What follows belongs to an exercise in optimizing a design on an open flow for small area; a production flow would make more cautious choices.
At most, simulation tests tie the RTL to the original design; equivalence was not proved.
For run 3, only the layout was checked, not whether the RTL still works.
No activity file was given, so power comes from the tool's default toggle rates.

## flow/design.v (module list and top-level ports; edited modules follow where they fit)
// module reset_synch: 21 lines
// module UART_tx: 68 lines
// module UART_rx: 78 lines
// module UART: 11 lines
// module UART_wrapper: 47 lines
// module cmd_proc: 111 lines
// module maze_solve: 80 lines
// module navigate: 110 lines
// module SPI_mnrch: 85 lines
// module inertial_integrator: 115 lines
// module inert_intf: 102 lines
// module A2D_intf: 50 lines
// module SPI_a2d: 85 lines
// module PWM8: 5 lines
// module sensor_intf: 252 lines
// module IR_math: 29 lines
// module P_term: 8 lines
// module I_term: 23 lines
// module Dterm: 23 lines
// module PID: 40 lines
// module DutyScaleROM: 77 lines
// module PWM12: 24 lines
// module MtrDrv: 36 lines
// module piezo_drv: 158 lines
// module MazeRunner: 110 lines
module MazeRunner(
  input clk, RST_n,						 
  output INRT_SS_n,INRT_SCLK,INRT_MOSI,	 
  input INRT_MISO,						 
  input INRT_INT,						 
  output A2D_SS_n,A2D_SCLK,A2D_MOSI,	 
  input A2D_MISO,						 
  output lftPWM1,lftPWM2,				 
  output rghtPWM1,rghtPWM2,				 
  input RX,								 
  input hall_n,							 
  output TX,							 
  output piezo,piezo_n,					 
  output IR_lft_en,						 
  output IR_cntr_en,					 
  output IR_rght_en,					 
  output [7:0] LED
);
  // ...
==> flow/run.sh <==
#!/bin/bash
# synth_recipe.tcl (not shown) runs the flow's synth.tcl, then flattens the netlist and writes it again
# the make line also repeats each setting of config.mk as NAME=value (left out here)
make -C /OpenROAD-flow-scripts/flow DESIGN_CONFIG=/design/flow/config.mk WORK_HOME=/design/flow/orfs CLKGATE_MAP_FILE= SYNTH_SCRIPT=/design/flow/synth_recipe.tcl finish
==> flow/config.mk <==
export PLATFORM = sky130hd
export DESIGN_NAME = MazeRunner
export DESIGN_NICKNAME = MazeRunner
export VERILOG_FILES = /design/flow/design.v
export SDC_FILE = /design/flow/constraint.sdc
export NUM_CORES = 4
export LEC_CHECK = 0
export CAP_MARGIN = 20
export CORE_MARGIN = 2
export CORE_UTILIZATION = 40
export SLEW_MARGIN = 20
==> flow/constraint.sdc <==
create_clock -name core_clock -period 20.0 [get_ports {clk}]
set_input_delay 4.0000 -clock core_clock [delete_from_list [all_inputs] [get_ports {clk}]]
set_output_delay 4.0000 -clock core_clock [all_outputs]
set_load 0.01 [all_outputs]
==> out/results.ini, run 1 <==
[final_layout]
largest_class = multi-input gates
multi_input_comb_cells = 3848
nNonClkBuffers = 72
n_clock_buffer = 106
multi_input_area_share_pct = 56.7
clk_share_pct = 5.10
area_growth_pct = 9.49
multi_input_area_sq_mm = 0.0301
top_register = iNEMO.iINT.yi
seq_share_pct = 29.0

[yosys]
synth_top_family_by_area = adder cells
synth_most_common_cell = nand2_1
synth_commonest_cells = 610 x nand2_1, 598 x inv_1, 457 x ha_1

[critical_path]
r2r_cells = 47
end_kind = register
critPathKind = input pin to register
crit_end = iCNTRL.pid_sum_div8[8]

[detailed_routing]
detail-route-antenna-nets = 0
vias = 35200
met1Wirelength_mm = 51.7
drc = 0

[cts]
cts_setup_buffers = 0
cts-buffers-inserted = 77
cts_root_buf = clkbuf_16

[power_and_ir_drop]
power-top-group = clock

[floorplanning]
core_area_sq_mm = 0.120

[sta]
tns_ns = 0
rsz0062_at_grt = false

[outcome]
outcome = finished clean

[global_route]
antenna_found_initial = 1
grt_util_met2_pct = 28.1

==> inputs of run 2 (changes only) <==
--- a/flow/config.mk
+++ b/flow/config.mk
@@ -5,6 +5,7 @@
 export SDC_FILE = /design/flow/constraint.sdc
 export NUM_CORES = 4
 export LEC_CHECK = 0
+export ABC_AREA = 1
 export CAP_MARGIN = 20
 export CORE_MARGIN = 2
 export CORE_UTILIZATION = 40
==> run 2 against run 1 <==
Against the previous run:
- wire length is 4.4% higher
- utilization down 0.13 points
- flip-flop and latch count unchanged
- cell area decreased by 0.55%
- first-iteration DRC count fell by 6.4%
- global-route usage increased by 1.3 points
- critical endpoint is now iCNTRL.iterm1.integrator[8]
- largest cell class unchanged
- largest power group unchanged
- highest routed layer unchanged
==> out/results.ini, run 2 <==
[yosys]
synth.area.top_cells = dfrtp_1 19%, ha_1 12%, fa_1 12%, inv_1 8.6%, nand2_1 8.5%  ; was dfrtp_1 19%, ha_1 12%, fa_1 12%, dfxtp_1 8.3%, nand2_1 4.7%
synth-seq-area-share_pct = 31.9  ; was 31.8%
ys_types = 65  ; was 94
ys_ff_latch = 644  ; unchanged
synth_top_family_by_area = adder cells  ; unchanged
yosysWarnings = 22  ; unchanged
synth_area_sq_mm = 0.0482  ; was 0.0485 sq mm
postSynthCellCount = 5940  ; was 5288
synth_top_area_share_pct = 19.4  ; was 19.2%
synth_ff_type = dfrtp_1  ; unchanged
synth_xor_area_share_pct = 5.10  ; was 6.40%
avgSynthCellArea_sq_um = 8.12  ; was 9.17 sq um
synthSimpleGateAreaFrac_pct = 16.5  ; was 14.7%
synthAdderAreaFrac_pct = 23.4  ; was 23.6%
synth.area.mux_share_pct = 0.716  ; was 4.27%
synth_commonest_cells = 1103 x inv_1, 1091 x nand2_1, 463 x o21ai_0  ; was 610 x nand2_1, 598 x inv_1, 457 x ha_1
synth_most_common_cell = inv_1  ; was nand2_1
synth_edf_count = 57  ; unchanged
synth_compound_area_share_pct = 12.4  ; was 12.9%
yosysTopAreaCell = dfrtp_1  ; unchanged
async_flop_share_pct = 59.8  ; unchanged

[sta]
fmax_mhz = 84.6  ; was 75.2 MHz
finalCritPeriodShare_pct = 59.1  ; was 66.5%
rsz0062_at_grt = false  ; unchanged
hold_viol = 0  ; unchanged
setup_viol = 0  ; unchanged
skew_ns = 0.0259  ; was 0.0358 ns
holdWs_ns = 0.324  ; was 0.177 ns
fin_ws_ns = 8.18  ; was 6.70 ns
relSlewSlack_pct = 27.0  ; was 32.2%
tns_ns = 0  ; unchanged
slew_viol_final = 0  ; unchanged
worstMarginPinSlew_ns = 1.09  ; was 1.02 ns
min_period_ns = 11.82  ; was 13.30 ns

[floorplanning]
initial_core_util_pct = 40.2  ; was 40.4%
ios = 31  ; unchanged
num_rows = 127  ; unchanged
fp.dieArea_sq_mm = 0.123  ; was 0.124 sq mm
die_w_um = 351  ; was 352 um
core_area_sq_mm = 0.120  ; about the same
die_y_um = 351  ; was 352 um

[critical_path]
reg2reg_slack_ns = 9.57  ; was 8.32 ns
path_common_cell = a21oi_1  ; was ha_1
cp.required_ns = 20.48  ; was 20.52 ns
cpPeakStageDelay_ns = 0.64  ; was 0.72 ns
critPathKind = input pin to register  ; unchanged
crit_path_top_delay_cell = clkdlybuf4s50_1  ; was xor2_1
end_kind = register  ; unchanged
startpoint_type = input pin  ; unchanged
reg2reg_to = iCNTRL.iterm1.integrator[8]  ; was iCNTRL.pid_sum_div8[8]
crit_end = iCNTRL.iterm1.integrator[8]  ; was iCNTRL.pid_sum_div8[8]
startpoint = hall_n  ; unchanged
cp_max_fo = 16  ; was 23
rr_startpoint = iIR.lft_IR[9]  ; was iIR.rght_IR[1]
r2r_cells = 56  ; was 47
cp.arrival_ns = 12.30  ; was 13.83 ns

[detailed_routing]
vias = 37300  ; was 35200
drc = 0  ; unchanged
drt-total-wl_mm = 110  ; was 106 mm
top_layer_used = met4  ; unchanged
avgViaCountPerCell = 4.90  ; was 5.09
post_drt_wl_per_cell_um = 14.5  ; was 15.3 um
dr.pass1.iters = 5  ; unchanged
route.met3.wl_mm = 4.43  ; was 3.43 mm
drt_iter0_drc = 1965  ; was 2099
wl_met2_mm = 50.8  ; was 48.8 mm
met1Wirelength_mm = 52.3  ; was 51.7 mm
detail-route-antenna-nets = 0  ; unchanged

[placed_design]
placed_cells = 7478  ; was 6776
port_buffers = 23  ; unchanged
dpl.hpwl_mm = 84.3  ; was 78.7 mm
gp_congestion = 0.885  ; was 0.835
dp_slack_ns = 7.26  ; was 6.09 ns

[cts]
holdBufCountCts = 0  ; unchanged
clock_sinks = 644  ; unchanged
clk_pin_slew_ns = 0.06  ; about the same
cts_resized = 0  ; unchanged
cts.path.max_buffers = 3  ; unchanged
cts-buffers-inserted = 75  ; was 77
cts_setup_buffers = 0  ; unchanged
htreeDepth = 3  ; unchanged
cts_tree = built  ; unchanged
cts_root_buf = clkbuf_16  ; unchanged
worst_skew_pair.late_latency_ns = 0.66  ; about the same

[min_path]
hold_class = register to register  ; was register to async pin

[global_route]
grt_overflow = 0  ; unchanged
grt_max_degree = 151  ; was 144
antenna_found_initial = 0  ; was 1
grt_pass1_vias = 37000  ; was 35200
grtUsageTotal_pct = 18.4  ; was 17.1%
grt_first_pass_wirelength_mm = 186  ; was 178 mm

[final_layout]
mostFrequentLayoutCell = inv_1  ; was nand2_1
layout.nets = 6686  ; was 5986
num-fill-cells = 12000  ; was 11700
mostFrequentLayoutCells = 1103 x inv_1, 1088 x nand2_1, 463 x o21ai_0  ; was 610 x nand2_1, 598 x inv_1, 457 x ha_1
top_regs = iNEMO.iINT.yi x25, iCHRG.duration_tmr x21, iNEMO.iINT.yo x17  ; unchanged
antennaDiodeCount = 0  ; unchanged
seq_area_sq_mm = 0.0154  ; about the same
area_growth_pct = 9.51  ; was 9.49%
instances_no_fill = 7618  ; was 6920
top_register = iNEMO.iINT.yi  ; unchanged
largest_register_ffs = 25  ; unchanged
multi_input_area_sq_mm = 0.0281  ; was 0.0301 sq mm
drive_gt1_share_pct = 4.25  ; was 7.16%

[outcome]
outcome = finished clean  ; unchanged

[power_and_ir_drop]
fin_total_pwr_mw = 2.84  ; was 2.88 mW
total_leakage_power_nw = 27.0  ; was 25.5 nW
max-vdd-ir-drop_v = 0.0000516  ; was 0.0000537 V
cellPowerDensity_mw_per_mm2 = 53.8  ; was 54.2 mW/mm^2

[flow_run]
cap_violations = 0  ; unchanged

[run 2: stage by stage]
step                      util (%)  area [sq um]
after global placement        41.9         50200
after floorplan                  -         48200
after detailed placement      41.9         50200
after CTS                     44.1         52800
final                         44.1         52800
after global routing          44.1         52800
[run 2: report_power, final]
part	internal [mW]	switching, mW
logic	0.0202	0.0416
registers	1.33	0.0153
clock network	0.835	0.594
total	2.19	0.651
[run 2: cells by family (layout without fill, tap and decap cells)]
group	count (synthesis)	in the layout
AO/OA/AOI/OAI	1062	1062
XOR/XNOR	281	281
adder cells (fa/ha/maj)	736	736
buffers and inverters	1254	1314
flip-flops	644	644
multiplexers	33	33
other	2	8
AND/OR/NAND/NOR	1928	1928
[run 2: metal layers]
layer / vias to the layer above / track usage [%]
li1: 19000 / -
met1: 17600 / 24.7
met2: 539 / 30.5
met3: 151 / 2.64
met4: 0 / 5.86
met5: - / 0
[run 2: how the worst min path moves through the flow]
stage                            from                       to  slack (ns)  cells past startpoint
3_3_place_gp   iCNTRL.pid_sum_div8[5]  iCNTRL.pid_term_div8[5]        0.31                      0
2_1_floorplan  iCNTRL.pid_sum_div8[0]  iCNTRL.pid_term_div8[0]        0.31                      0
5_1_grt        iCNTRL.pid_sum_div8[9]  iCNTRL.pid_term_div8[9]        0.33                      0
6_report       iCNTRL.pid_sum_div8[3]  iCNTRL.pid_term_div8[3]        0.32                      0
3_5_place_dp   iCNTRL.pid_sum_div8[5]  iCNTRL.pid_term_div8[5]        0.31                      0
4_1_cts        iCNTRL.pid_sum_div8[9]  iCNTRL.pid_term_div8[9]        0.33                      0
[run 2: layout make-up]
| class | count | area share (%) |
|---|---|---|
| inverter | 1121 | 7.97 |
| tap | 1612 | 3.82 |
| timing repair buffer | 53 | 0.910 |
| clock inverter | 32 | 0.699 |
| sequential | 644 | 29.2 |
| multi-input combinational | 4048 | 53.2 |
| clock buffer | 108 | 4.19 |
[run 2: worst max-delay path, delay by kind of cell]
kind	cells	cell delay [ns]
and+or+nand+nor	12	1.68
adders and majority gates	3	1.07
AOI/OAI and AO/OA	21	4.14
xor gates and xnor gates	1	0.14
buffers and inverters	7	1.28
==> module MtrDrv, before the edit <==
module MtrDrv(
  input clk, rst_n,
  input [11:0] cnt,				 
  input signed [11:0] lft_spd, rght_spd, vbatt,
  output lftPWM1, lftPWM2, rghtPWM1, rghtPWM2
);
logic signed [9:0] delta;				 
logic signed [12:0] lft_sat, rght_sat;
logic signed [21:0] lft_dprod, rght_dprod;
logic signed [12:0] lft_hi, rght_hi;
logic signed [11:0] lft_scaled, rght_scaled;
logic signed [11:0] lft_duty, rght_duty;
DutyScaleROM iDUT(.clk(clk), .batt_level(vbatt[9:4]), .delta(delta));
PWM12 iDUTlft(.clk(clk), .rst_n(rst_n), .cnt(cnt), .duty(lft_duty), .PWM1(lftPWM1), .PWM2(lftPWM2));
PWM12 iDUTrght(.clk(clk), .rst_n(rst_n), .cnt(cnt), .duty(rght_duty), .PWM1(rghtPWM1), .PWM2(rghtPWM2));
assign lft_dprod = lft_spd * delta;
assign rght_dprod = rght_spd * delta;
always_ff @(posedge clk) begin : proc_lft_prod
  lft_sat <= {lft_spd[11], lft_spd} + {{2{lft_dprod[21]}}, lft_dprod[21:11]};
end
always_ff @(posedge clk) begin : proc_rght_prod
  rght_sat <= {rght_spd[11], rght_spd} + {{2{rght_dprod[21]}}, rght_dprod[21:11]};
end
assign lft_scaled = (~lft_sat[12] && lft_sat[11]) ? 12'h7FF :
                 (lft_sat[12] && ~lft_sat[11]) ? 12'h800 :
                 lft_sat[11:0];
assign rght_scaled = (~rght_sat[12] && rght_sat[11]) ? 12'h7FF :
                 (rght_sat[12] && ~rght_sat[11]) ? 12'h800 :
                 rght_sat[11:0];
always_ff @(posedge clk) begin : proc_lft_duty
  lft_duty <= lft_scaled + $signed(12'h800);
end
always_ff @(posedge clk) begin : proc_rght_duty
  rght_duty <= $signed(12'h800) - rght_scaled;
end
endmodule
==> inputs of run 3 (changes only) <==
--- a/flow/design.v
+++ b/flow/design.v
@@ -1450,20 +1450,19 @@
 );
 logic signed [9:0] delta;				 
 logic signed [12:0] lft_sat, rght_sat;
-logic signed [21:0] lft_dprod, rght_dprod;
-logic signed [12:0] lft_hi, rght_hi;
 logic signed [11:0] lft_scaled, rght_scaled;
 logic signed [11:0] lft_duty, rght_duty;
 DutyScaleROM iDUT(.clk(clk), .batt_level(vbatt[9:4]), .delta(delta));
 PWM12 iDUTlft(.clk(clk), .rst_n(rst_n), .cnt(cnt), .duty(lft_duty), .PWM1(lftPWM1), .PWM2(lftPWM2));
 PWM12 iDUTrght(.clk(clk), .rst_n(rst_n), .cnt(cnt), .duty(rght_duty), .PWM1(rghtPWM1), .PWM2(rghtPWM2));
-assign lft_dprod = lft_spd * delta;
-assign rght_dprod = rght_spd * delta;
+logic [12:0] lft_hi_w, rght_hi_w;
+bmul_hi iLMUL(.spd(lft_spd), .delta(delta), .out(lft_hi_w));
+bmul_hi iRMUL(.spd(rght_spd), .delta(delta), .out(rght_hi_w));
 always_ff @(posedge clk) begin : proc_lft_prod
-  lft_sat <= {lft_spd[11], lft_spd} + {{2{lft_dprod[21]}}, lft_dprod[21:11]};
+  lft_sat <= lft_hi_w;
 end
 always_ff @(posedge clk) begin : proc_rght_prod
-  rght_sat <= {rght_spd[11], rght_spd} + {{2{rght_dprod[21]}}, rght_dprod[21:11]};
+  rght_sat <= rght_hi_w;
 end
 assign lft_scaled = (~lft_sat[12] && lft_sat[11]) ? 12'h7FF :
                  (lft_sat[12] && ~lft_sat[11]) ? 12'h800 :
@@ -1478,6 +1477,214 @@
   rght_duty <= $signed(12'h800) - rght_scaled;
 end
 endmodule
+module bmul_hi(input signed [11:0] spd, input signed [9:0] delta, output [12:0] out);
+  wire b_one1 = delta[0] ^ 1'b0;
+  wire b_two2 = (delta[1] & ~delta[0] & ~1'b0) | (~delta[1] & delta[0] & 1'b0);
+  wire b_neg3 = delta[1];
+  wire pp4 = b_neg3 ^ ((b_one1 & spd[0]) | (b_two2 & 1'b0));
+  wire pp5 = b_neg3 ^ ((b_one1 & spd[1]) | (b_two2 & spd[0]));
+  wire pp6 = b_neg3 ^ ((b_one1 & spd[2]) | (b_two2 & spd[1]));
+  wire pp7 = b_neg3 ^ ((b_one1 & spd[3]) | (b_two2 & spd[2]));
+  wire pp8 = b_neg3 ^ ((b_one1 & spd[4]) | (b_two2 & spd[3]));
+  wire pp9 = b_neg3 ^ ((b_one1 & spd[5]) | (b_two2 & spd[4]));
+  wire pp10 = b_neg3 ^ ((b_one1 & spd[6]) | (b_two2 & spd[5]));
+  wire pp11 = b_neg3 ^ ((b_one1 & spd[7]) | (b_two2 & spd[6]));
+  wire pp12 = b_neg3 ^ ((b_one1 & spd[8]) | (b_two2 & spd[7]));
+  wire pp13 = b_neg3 ^ ((b_one1 & spd[9]) | (b_two2 & spd[8]));
+  wire pp14 = b_neg3 ^ ((b_one1 & spd[10]) | (b_two2 & spd[9]));
+  wire pp15 = b_neg3 ^ ((b_one1 & spd[11]) | (b_two2 & spd[10]));
+  wire pp16 = b_neg3 ^ ((b_one1 & spd[11]) | (b_two2 & spd[11]));
+  wire b_one17 = delta[2] ^ delta[1];
+  wire b_two18 = (delta[3] & ~delta[2] & ~delta[1]) | (~delta[3] & delta[2] & delta[1]);
+  wire b_neg19 = delta[3];
+  wire pp20 = b_neg19 ^ ((b_one17 & spd[0]) | (b_two18 & 1'b0));
+  wire pp21 = b_neg19 ^ ((b_one17 & spd[1]) | (b_two18 & spd[0]));
+  wire pp22 = b_neg19 ^ ((b_one17 & spd[2]) | (b_two18 & spd[1]));
+  wire pp23 = b_neg19 ^ ((b_one17 & spd[3]) | (b_two18 & spd[2]));
+  wire pp24 = b_neg19 ^ ((b_one17 & spd[4]) | (b_two18 & spd[3]));
+  wire pp25 = b_neg19 ^ ((b_one17 & spd[5]) | (b_two18 & spd[4]));
+  wire pp26 = b_neg19 ^ ((b_one17 & spd[6]) | (b_two18 & spd[5]));
+  wire pp27 = b_neg19 ^ ((b_one17 & spd[7]) | (b_two18 & spd[6]));
+  wire pp28 = b_neg19 ^ ((b_one17 & spd[8]) | (b_two18 & spd[7]));
+  wire pp29 = b_neg19 ^ ((b_one17 & spd[9]) | (b_two18 & spd[8]));
+  wire pp30 = b_neg19 ^ ((b_one17 & spd[10]) | (b_two18 & spd[9]));
+  wire pp31 = b_neg19 ^ ((b_one17 & spd[11]) | (b_two18 & spd[10]));
+  wire pp32 = b_neg19 ^ ((b_one17 & spd[11]) | (b_two18 & spd[11]));
+  wire b_one33 = delta[4] ^ delta[3];
+  wire b_two34 = (delta[5] & ~delta[4] & ~delta[3]) | (~delta[5] & delta[4] & delta[3]);
+  wire b_neg35 = delta[5];
+  wire pp36 = b_neg35 ^ ((b_one33 & spd[0]) | (b_two34 & 1'b0));
+  wire pp37 = b_neg35 ^ ((b_one33 & spd[1]) | (b_two34 & spd[0]));
+  wire pp38 = b_neg35 ^ ((b_one33 & spd[2]) | (b_two34 & spd[1]));
+  wire pp39 = b_neg35 ^ ((b_one33 & spd[3]) | (b_two34 & spd[2]));
+  wire pp40 = b_neg35 ^ ((b_one33 & spd[4]) | (b_two34 & spd[3]));
+  wire pp41 = b_neg35 ^ ((b_one33 & spd[5]) | (b_two34 & spd[4]));
+  wire pp42 = b_neg35 ^ ((b_one33 & spd[6]) | (b_two34 & spd[5]));
+  wire pp43 = b_neg35 ^ ((b_one33 & spd[7]) | (b_two34 & spd[6]));
+  wire pp44 = b_neg35 ^ ((b_one33 & spd[8]) | (b_two34 & spd[7]));
+  wire pp45 = b_neg35 ^ ((b_one33 & spd[9]) | (b_two34 & spd[8]));
+  wire pp46 = b_neg35 ^ ((b_one33 & spd[10]) | (b_two34 & spd[9]));
+  wire pp47 = b_neg35 ^ ((b_one33 & spd[11]) | (b_two34 & spd[10]));
+  wire pp48 = b_neg35 ^ ((b_one33 & spd[11]) | (b_two34 & spd[11]));
+  wire b_one49 = delta[6] ^ delta[5];
+  wire b_two50 = (delta[7] & ~delta[6] & ~delta[5]) | (~delta[7] & delta[6] & delta[5]);
+  wire b_neg51 = delta[7];
+  wire pp52 = b_neg51 ^ ((b_one49 & spd[0]) | (b_two50 & 1'b0));
+  wire pp53 = b_neg51 ^ ((b_one49 & spd[1]) | (b_two50 & spd[0]));
+  wire pp54 = b_neg51 ^ ((b_one49 & spd[2]) | (b_two50 & spd[1]));
+  wire pp55 = b_neg51 ^ ((b_one49 & spd[3]) | (b_two50 & spd[2]));
+  wire pp56 = b_neg51 ^ ((b_one49 & spd[4]) | (b_two50 & spd[3]));
+  wire pp57 = b_neg51 ^ ((b_one49 & spd[5]) | (b_two50 & spd[4]));
+  wire pp58 = b_neg51 ^ ((b_one49 & spd[6]) | (b_two50 & spd[5]));
+  wire pp59 = b_neg51 ^ ((b_one49 & spd[7]) | (b_two50 & spd[6]));
+  wire pp60 = b_neg51 ^ ((b_one49 & spd[8]) | (b_two50 & spd[7]));
+  wire pp61 = b_neg51 ^ ((b_one49 & spd[9]) | (b_two50 & spd[8]));
+  wire pp62 = b_neg51 ^ ((b_one49 & spd[10]) | (b_two50 & spd[9]));
+  wire pp63 = b_neg51 ^ ((b_one49 & spd[11]) | (b_two50 & spd[10]));
+  wire pp64 = b_neg51 ^ ((b_one49 & spd[11]) | (b_two50 & spd[11]));
+  wire b_one65 = delta[8] ^ delta[7];
+  wire b_two66 = (delta[9] & ~delta[8] & ~delta[7]) | (~delta[9] & delta[8] & delta[7]);
+  wire b_neg67 = delta[9];
+  wire pp68 = b_neg67 ^ ((b_one65 & spd[0]) | (b_two66 & 1'b0));
+  wire pp69 = b_neg67 ^ ((b_one65 & spd[1]) | (b_two66 & spd[0]));
+  wire pp70 = b_neg67 ^ ((b_one65 & spd[2]) | (b_two66 & spd[1]));
+  wire pp71 = b_neg67 ^ ((b_one65 & spd[3]) | (b_two66 & spd[2]));
+  wire pp72 = b_neg67 ^ ((b_one65 & spd[4]) | (b_two66 & spd[3]));
+  wire pp73 = b_neg67 ^ ((b_one65 & spd[5]) | (b_two66 & spd[4]));
+  wire pp74 = b_neg67 ^ ((b_one65 & spd[6]) | (b_two66 & spd[5]));
+  wire pp75 = b_neg67 ^ ((b_one65 & spd[7]) | (b_two66 & spd[6]));
+  wire pp76 = b_neg67 ^ ((b_one65 & spd[8]) | (b_two66 & spd[7]));
+  wire pp77 = b_neg67 ^ ((b_one65 & spd[9]) | (b_two66 & spd[8]));
+  wire pp78 = b_neg67 ^ ((b_one65 & spd[10]) | (b_two66 & spd[9]));
+  wire pp79 = b_neg67 ^ ((b_one65 & spd[11]) | (b_two66 & spd[10]));
+  wire pp80 = b_neg67 ^ ((b_one65 & spd[11]) | (b_two66 & spd[11]));
+  wire s81 = pp6 ^ pp20 ^ b_neg19;
+  wire c82 = (pp6 & pp20) | (pp6 & b_neg19) | (pp20 & b_neg19);
+  wire s83 = pp8 ^ pp22 ^ pp36;
+  wire c84 = (pp8 & pp22) | (pp8 & pp36) | (pp22 & pp36);
+  wire s85 = pp9 ^ pp23 ^ pp37;
+  wire c86 = (pp9 & pp23) | (pp9 & pp37) | (pp23 & pp37);
+  wire s87 = pp10 ^ pp24 ^ pp38;
+  wire c88 = (pp10 & pp24) | (pp10 & pp38) | (pp24 & pp38);
+  wire s89 = pp52 ^ b_neg51;
+  wire c90 = pp52 & b_neg51;
+  wire s91 = pp11 ^ pp25 ^ pp39;
+  wire c92 = (pp11 & pp25) | (pp11 & pp39) | (pp25 & pp39);
+  wire s93 = pp12 ^ pp26 ^ pp40;
+  wire c94 = (pp12 & pp26) | (pp12 & pp40) | (pp26 & pp40);
+  wire s95 = pp54 ^ pp68 ^ b_neg67;
+  wire c96 = (pp54 & pp68) | (pp54 & b_neg67) | (pp68 & b_neg67);
+  wire s97 = pp13 ^ pp27 ^ pp41;
+  wire c98 = (pp13 & pp27) | (pp13 & pp41) | (pp27 & pp41);
+  wire s99 = pp55 ^ pp69;
+  wire c100 = pp55 & pp69;
+  wire s101 = pp14 ^ pp28 ^ pp42;
+  wire c102 = (pp14 & pp28) | (pp14 & pp42) | (pp28 & pp42);
+  wire s103 = pp56 ^ pp70;
+  wire c104 = pp56 & pp70;
+  wire s105 = spd[0] ^ pp15 ^ pp29;
+  wire c106 = (spd[0] & pp15) | (spd[0] & pp29) | (pp15 & pp29);
+  wire s107 = pp43 ^ pp57 ^ pp71;
+  wire c108 = (pp43 & pp57) | (pp43 & pp71) | (pp57 & pp71);
+  wire s109 = spd[1] ^ ~pp16 ^ pp30;
+  wire c110 = (spd[1] & ~pp16) | (spd[1] & pp30) | (~pp16 & pp30);
+  wire s111 = pp44 ^ pp58 ^ pp72;
+  wire c112 = (pp44 & pp58) | (pp44 & pp72) | (pp58 & pp72);
+  wire s113 = spd[2] ^ pp31 ^ pp45;
+  wire c114 = (spd[2] & pp31) | (spd[2] & pp45) | (pp31 & pp45);
+  wire s115 = pp59 ^ pp73 ^ 1'b1;
+  wire c116 = (pp59 & pp73) | (pp59 & 1'b1) | (pp73 & 1'b1);
+  wire s117 = spd[3] ^ ~pp32 ^ pp46;
+  wire c118 = (spd[3] & ~pp32) | (spd[3] & pp46) | (~pp32 & pp46);
+  wire s119 = pp60 ^ pp74;
+  wire c120 = pp60 & pp74;
+  wire s121 = spd[4] ^ pp47 ^ pp61;
+  wire c122 = (spd[4] & pp47) | (spd[4] & pp61) | (pp47 & pp61);
+  wire s123 = pp75 ^ 1'b1;
+  wire c124 = pp75 & 1'b1;
+  wire s125 = spd[5] ^ ~pp48 ^ pp62;
+  wire c126 = (spd[5] & ~pp48) | (spd[5] & pp62) | (~pp48 & pp62);
+  wire s127 = spd[6] ^ pp63 ^ pp77;
+  wire c128 = (spd[6] & pp63) | (spd[6] & pp77) | (pp63 & pp77);
+  wire s129 = spd[7] ^ ~pp64 ^ pp78;
+  wire c130 = (spd[7] & ~pp64) | (spd[7] & pp78) | (~pp64 & pp78);
+  wire s131 = spd[8] ^ pp79 ^ 1'b1;
+  wire c132 = (spd[8] & pp79) | (spd[8] & 1'b1) | (pp79 & 1'b1);
+  wire s133 = c82 ^ pp7 ^ pp21;
+  wire c134 = (c82 & pp7) | (c82 & pp21) | (pp7 & pp21);
+  wire s135 = c86 ^ s87 ^ s89;
+  wire c136 = (c86 & s87) | (c86 & s89) | (s87 & s89);
+  wire s137 = c88 ^ c90 ^ s91;
+  wire c138 = (c88 & c90) | (c88 & s91) | (c90 & s91);
+  wire s139 = c92 ^ s93 ^ s95;
+  wire c140 = (c92 & s93) | (c92 & s95) | (s93 & s95);
+  wire s141 = c94 ^ c96 ^ s97;
+  wire c142 = (c94 & c96) | (c94 & s97) | (c96 & s97);
+  wire s143 = c98 ^ c100 ^ s101;
+  wire c144 = (c98 & c100) | (c98 & s101) | (c100 & s101);
+  wire s145 = c102 ^ c104 ^ s105;
+  wire c146 = (c102 & c104) | (c102 & s105) | (c104 & s105);
+  wire s147 = c106 ^ c108 ^ s109;
+  wire c148 = (c106 & c108) | (c106 & s109) | (c108 & s109);
+  wire s149 = s111 ^ 1'b1;
+  wire c150 = s111 & 1'b1;
+  wire s151 = c110 ^ c112 ^ s113;
+  wire c152 = (c110 & c112) | (c110 & s113) | (c112 & s113);
+  wire s153 = c114 ^ c116 ^ s117;
+  wire c154 = (c114 & c116) | (c114 & s117) | (c116 & s117);
+  wire s155 = c118 ^ c120 ^ s121;
+  wire c156 = (c118 & c120) | (c118 & s121) | (c120 & s121);
+  wire s157 = c122 ^ c124 ^ s125;
+  wire c158 = (c122 & c124) | (c122 & s125) | (c124 & s125);
+  wire s159 = c126 ^ s127 ^ 1'b1;
+  wire c160 = (c126 & s127) | (c126 & 1'b1) | (s127 & 1'b1);
+  wire s161 = c132 ^ spd[9] ^ ~pp80;
+  wire c162 = (c132 & spd[9]) | (c132 & ~pp80) | (spd[9] & ~pp80);
+  wire s163 = c134 ^ s83 ^ b_neg35;
+  wire c164 = (c134 & s83) | (c134 & b_neg35) | (s83 & b_neg35);
+  wire s165 = c136 ^ s137 ^ pp53;
+  wire c166 = (c136 & s137) | (c136 & pp53) | (s137 & pp53);
+  wire s167 = c140 ^ s141 ^ s99;
+  wire c168 = (c140 & s141) | (c140 & s99) | (s141 & s99);
+  wire s169 = c142 ^ s143 ^ s103;
+  wire c170 = (c142 & s143) | (c142 & s103) | (s143 & s103);
+  wire s171 = c144 ^ s145 ^ s107;
+  wire c172 = (c144 & s145) | (c144 & s107) | (s145 & s107);
+  wire s173 = c146 ^ s147 ^ s149;
+  wire c174 = (c146 & s147) | (c146 & s149) | (s147 & s149);
+  wire s175 = c148 ^ c150 ^ s151;
+  wire c176 = (c148 & c150) | (c148 & s151) | (c150 & s151);
+  wire s177 = c152 ^ s153 ^ s119;
+  wire c178 = (c152 & s153) | (c152 & s119) | (s153 & s119);
+  wire s179 = c154 ^ s155 ^ s123;
+  wire c180 = (c154 & s155) | (c154 & s123) | (s155 & s123);
+  wire s181 = c156 ^ s157 ^ pp76;
+  wire c182 = (c156 & s157) | (c156 & pp76) | (s157 & pp76);
+  wire s183 = c160 ^ c128 ^ s129;
+  wire c184 = (c160 & c128) | (c160 & s129) | (c128 & s129);
+  wire s185 = c162 ^ spd[10] ^ 1'b1;
+  wire c186 = (c162 & spd[10]) | (c162 & 1'b1) | (spd[10] & 1'b1);
+  wire s187 = c164 ^ c84 ^ s85;
+  wire c188 = (c164 & c84) | (c164 & s85) | (c84 & s85);
+  wire s189 = c166 ^ c138 ^ s139;
+  wire c190 = (c166 & c138) | (c166 & s139) | (c138 & s139);
+  wire s191 = c174 ^ s175 ^ s115;
+  wire c192 = (c174 & s175) | (c174 & s115) | (s175 & s115);
+  wire s193 = c182 ^ c158 ^ s159;
+  wire c194 = (c182 & c158) | (c182 & s159) | (c158 & s159);
+  wire s195 = c184 ^ c130 ^ s131;
+  wire c196 = (c184 & c130) | (c184 & s131) | (c130 & s131);
+  wire s197 = c192 ^ c176 ^ s177;
+  wire c198 = (c192 & c176) | (c192 & s177) | (c176 & s177);
+  wire s199 = c198 ^ c178 ^ s179;
+  wire c200 = (c198 & c178) | (c198 & s179) | (c178 & s179);
+  wire s201 = c200 ^ c180 ^ s181;
+  wire c202 = (c200 & c180) | (c200 & s181) | (c180 & s181);
+  wire [23:0] ra = {1'b1, c186, s185, c196, s195, c194, c202, s201, s199, s197, s191, c172, c170, c168, c190, s189, s165, c188, s187, s163, s133, s81, pp5, pp4};
+  wire [23:0] rb = {1'b0, ~spd[11], 1'b0, s161, 1'b0, s183, s193, 1'b0, 1'b0, 1'b0, 1'b0, s173, s171, s169, s167, 1'b0, 1'b0, s135, 1'b0, 1'b0, 1'b0, 1'b0, 1'b0, b_neg3};
+  wire [23:0] sum = ra + rb;
+  assign out = sum[23:11];
+endmodule
 module piezo_drv (
 	input clk,     
 	input rst_n,   
--- a/flow/config.mk
+++ b/flow/config.mk
@@ -9,4 +9,5 @@
 export CAP_MARGIN = 20
 export CORE_MARGIN = 2
 export CORE_UTILIZATION = 40
+export CTS_BUF_LIST = sky130_fd_sc_hd__clkbuf_2 sky130_fd_sc_hd__clkbuf_4
 export SLEW_MARGIN = 20
==> run 3 against run 2 <==
Against the previous run:
- cell area decreased by 7.1%
- largest power group is now registers
- sequential share of layout area rose by 2.2 points
- sequential power is 3% higher
- register-to-register slack better by 0.13 ns
- flip-flop and latch count is the same
- critical path type unchanged
- power is 0.63% lower
- first-iteration DRC count fell by 2.5%
==> out/results.ini, run 3 <==
[yosys]
synth-seq-area-share_pct = 34.3  ; was 31.9%
async_flop_share_pct = 59.8  ; unchanged
synth_most_common_cell = inv_1  ; unchanged
synth_area_sq_mm = 0.0449  ; was 0.0482 sq mm
synth_commonest_cells = 960 x inv_1, 946 x nand2_1, 482 x o21ai_0  ; was 1103 x inv_1, 1091 x nand2_1, 463 x o21ai_0
synth_ff_type = dfrtp_1  ; unchanged
synth_top_area_share_pct = 20.8  ; was 19.4%
yosysTopAreaCell = dfrtp_1  ; unchanged
yosysWarnings = 22  ; unchanged
synth_edf_count = 57  ; unchanged
avgSynthCellArea_sq_um = 8.01  ; was 8.12 sq um
synth.area.top_cells = dfrtp_1 21%, ha_1 10%, dfxtp_1 9.0%, inv_1 8.0%, nand2_1 7.9%  ; was dfrtp_1 19%, ha_1 12%, fa_1 12%, inv_1 8.6%, nand2_1 8.5%
ys_ff_latch = 644  ; unchanged
ys_types = 75  ; was 65
postSynthCellCount = 5603  ; was 5940

[detailed_routing]
drt-total-wl_mm = 105  ; was 110 mm
drc = 0  ; unchanged
drt_iter0_drc = 1915  ; was 1965
post_drt_wl_per_cell_um = 14.3  ; was 14.5 um
vias = 36200  ; was 37300
dr.pass1.iters = 8  ; was 5
detail-route-antenna-nets = 0  ; unchanged
avgViaCountPerCell = 4.94  ; was 4.90

[cts]
cts_setup_buffers = 0  ; unchanged
clk_pin_slew_ns = 0.07  ; was 0.06 ns
holdBufCountCts = 0  ; unchanged
cts_root_buf = clkbuf_4  ; was clkbuf_16
htreeDepth = 4  ; was 3
worst_skew_pair.late_latency_ns = 1.08  ; was 0.66 ns
cts-buffers-inserted = 180  ; was 75
clock_sinks = 644  ; unchanged
cts_resized = 0  ; unchanged
cts_tree = built  ; unchanged
cts.path.max_buffers = 3  ; unchanged

[sta]
tns_ns = 0  ; unchanged
relSlewSlack_pct = 33.8  ; was 27.0%
slew_viol_final = 0  ; unchanged
hold_viol = 0  ; unchanged
min_period_ns = 11.44  ; was 11.82 ns
fin_ws_ns = 8.56  ; was 8.18 ns
skew_ns = 0.0951  ; was 0.0259 ns
worstMarginPinSlew_ns = 0.993  ; was 1.09 ns
fmax_mhz = 87.4  ; was 84.6 MHz
finalCritPeriodShare_pct = 57.2  ; was 59.1%
rsz0062_at_grt = false  ; unchanged
setup_viol = 0  ; unchanged

[floorplanning]
num_rows = 122  ; was 127
initial_core_util_pct = 40.5  ; was 40.2%
fp.dieArea_sq_mm = 0.115  ; was 0.123 sq mm
core_area_sq_mm = 0.111  ; was 0.120 sq mm
ios = 31  ; unchanged
die_y_um = 339  ; was 351 um
die_w_um = 339  ; was 351 um

[critical_path]
cp.required_ns = 20.97  ; was 20.48 ns
path_buf_inv = 6  ; was 7
end_kind = register  ; unchanged
cp.arrival_ns = 12.41  ; was 12.30 ns
critPathKind = input pin to register  ; unchanged
crit_path_top_delay_cell = clkdlybuf4s50_1  ; unchanged
startpoint_type = input pin  ; unchanged
cpPeakStageDelay_ns = 0.56  ; was 0.64 ns
path_common_cell = a21oi_1  ; unchanged
cp_max_fo = 17  ; was 16
cp_top_family = compound AO/OA/AOI/OAI gates  ; unchanged

[placed_design]
placed_area_sq_mm = 0.0467  ; was 0.0502 sq mm
dp_slack_ns = 7.49  ; was 7.26 ns
port_buffers = 23  ; unchanged
dpl.hpwl_mm = 77.0  ; was 84.3 mm
placed_cells = 6997  ; was 7478
gp_congestion = 0.887  ; was 0.885

[final_layout]
drive_gt1_share_pct = 7.89  ; was 4.25%
seq_area_sq_mm = 0.0154  ; unchanged
mostFrequentLayoutCell = inv_1  ; unchanged
design_area_sq_mm = 0.0491  ; was 0.0528 sq mm
multi_input_area_sq_mm = 0.0252  ; was 0.0281 sq mm
top_regs = iNEMO.iINT.yi x25, iCHRG.duration_tmr x21, iNEMO.iINT.yo x17  ; unchanged
num-fill-cells = 11200  ; was 12000
mostFrequentLayoutCells = 960 x inv_1, 945 x nand2_1, 479 x o21ai_0  ; was 1103 x inv_1, 1088 x nand2_1, 463 x o21ai_0
area_growth_pct = 9.29  ; was 9.51%
instances_no_fill = 7330  ; was 7618
top_register = iNEMO.iINT.yi  ; unchanged
largest_register_ffs = 25  ; unchanged
layout.nets = 6227  ; was 6686

[power_and_ir_drop]
total_leakage_power_nw = 24.4  ; was 27.0 nW
fin_total_pwr_mw = 2.82  ; was 2.84 mW
cellPowerDensity_mw_per_mm2 = 57.5  ; was 53.8 mW/mm^2
max-vdd-ir-drop_v = 0.0000441  ; was 0.0000516 V

[global_route]
grt_pass1_vias = 36100  ; was 37000
grt_overflow = 0  ; unchanged
grt_max_degree = 136  ; was 151
antenna_found_initial = 3  ; was 0
grtUsageTotal_pct = 18.5  ; was 18.4%
grt_first_pass_wirelength_mm = 178  ; was 186 mm

[min_path]
hold_class = register to register  ; unchanged

[flow_run]
cap_violations = 0  ; unchanged

[outcome]
outcome = finished clean  ; unchanged

-- run 3: changes by cell type after synthesis, moves of 13 or more --
cell	before	now
o22ai_1	44	151
o21ai_0	463	482
nand2_1	1091	946
nor3_1	86	73
inv_1	1103	960
clkbuf_1	107	137
fa_1	279	163
nor2_1	447	402
ha_1	457	366
a22oi_1	28	2
xor2_1	207	301
xnor2_1	74	59
-- run 3: routing by layer --
layer	global-route usage (%)	vias up	part of all wire, %
met5	0	-	0.0086
met2	30.3	716	46
met1	24.9	16800	48
met3	2.84	190	4.3
li1	-	18400	-
met4	6.18	2	2.3
-- run 3: power by group --
| group | internal [mW] | leakage (nW) | switching (mW) |
|---|---|---|---|
| Combinational | 0.0619 | 15.9 | 0.122 |
| Clock | 0.655 | 1.43 | 0.592 |
| Sequential | 1.36 | 7.07 | 0.0338 |
| Total | 2.07 | 24.4 | 0.748 |
-- run 3: logic make-up after synthesis --
family                     after synthesis  share of synthesized area, %
xor gates and xnor gates               361                          7.06
buffers and inverters                 1142                          9.70
other                                    2                        0.0167
AOI/OAI and AO/OA                     1162                          14.6
and+or+nand+nor                       1743                          16.4
DFF                                    644                          34.3
muxes                                   20                         0.463
adders and majority gates              529                          17.5
-- run 3: cell type report --
cell class              instances  area share, %
inverters                     979           7.49
repair buffers                 63           1.11
multi-input cells            3823           51.3
clock inverters                65          0.773
clock buffers                 267           4.08
flip-flops and latches        644           31.4
well taps                    1488           3.79
diodes                          1        0.00510
-- run 3: worst paths after layout --
kind                                             start                      end  slack [ns]  cells past startpoint
worst max-delay path                            hall_n   iCNTRL.pid_sum_div8[8]        8.56                     45
worst min-delay path            iCNTRL.pid_sum_div8[4]  iCNTRL.pid_term_div8[4]        0.30                      0
worst max register to register           iIR.lft_IR[9]   iCNTRL.pid_sum_div8[8]        9.70                     56
worst min register to register  iCNTRL.pid_sum_div8[4]  iCNTRL.pid_term_div8[4]        0.30                      0
max in group asynchronous                   iRST.rst_n      iIR.lft_IR_prev2[1]       16.29                      4
min in group asynchronous                   iRST.rst_n   iCHRG.frequency_tmr[8]        0.31                      0
-- run 3: stage by stage --
stage          utilization [%]  hold WS, ns
4_1_cts                   44.2        0.308
5_1_grt                   44.2        0.332
3_3_place_gp              42.1        0.312
3_5_place_dp              42.1        0.312
6_report                  44.2        0.303
2_1_floorplan                -        0.310

## port drivers added, routing unchanged
No port has a modelled driver above. Below, the same layouts with a new extraction and two added sets of constraints.
Step 1 sets driving cells, clkbuf_16 on the clock port and buf_2 on the other inputs (assumed; they add their load-dependent delay and slew).
Step 2 adds t to the input delays and takes it off the output delays; t is the mean of the earliest and latest rising clock arrival at the registers after step 1. Input paths then give back, and output paths get back, about the clock's delay inside the block.
Three values: ideal, step 1, step 2; two values: the first two.
| run | t, ns | slack for setup (ns) | hold slack, ns | pins driven straight from the clock port |
|---|---|---|---|---|
| run 1 | 0.716 | 6.695 / 6.741 / 6.025 | 0.177 / 0.177 / 0.177 | 1 |
| run 2 | 0.712 | 8.180 / 8.202 / 7.490 | 0.324 / 0.324 / 0.324 | 1 |
| run 3 | 1.094 | 8.558 / 8.511 / 7.418 | 0.303 / 0.303 / 0.303 | 1 |
After both steps every run listed still meets setup and hold. For run 3, which loses most, drivers alone change the setup slack by -0.047 ns; drivers and shift together by -1.140 ns.
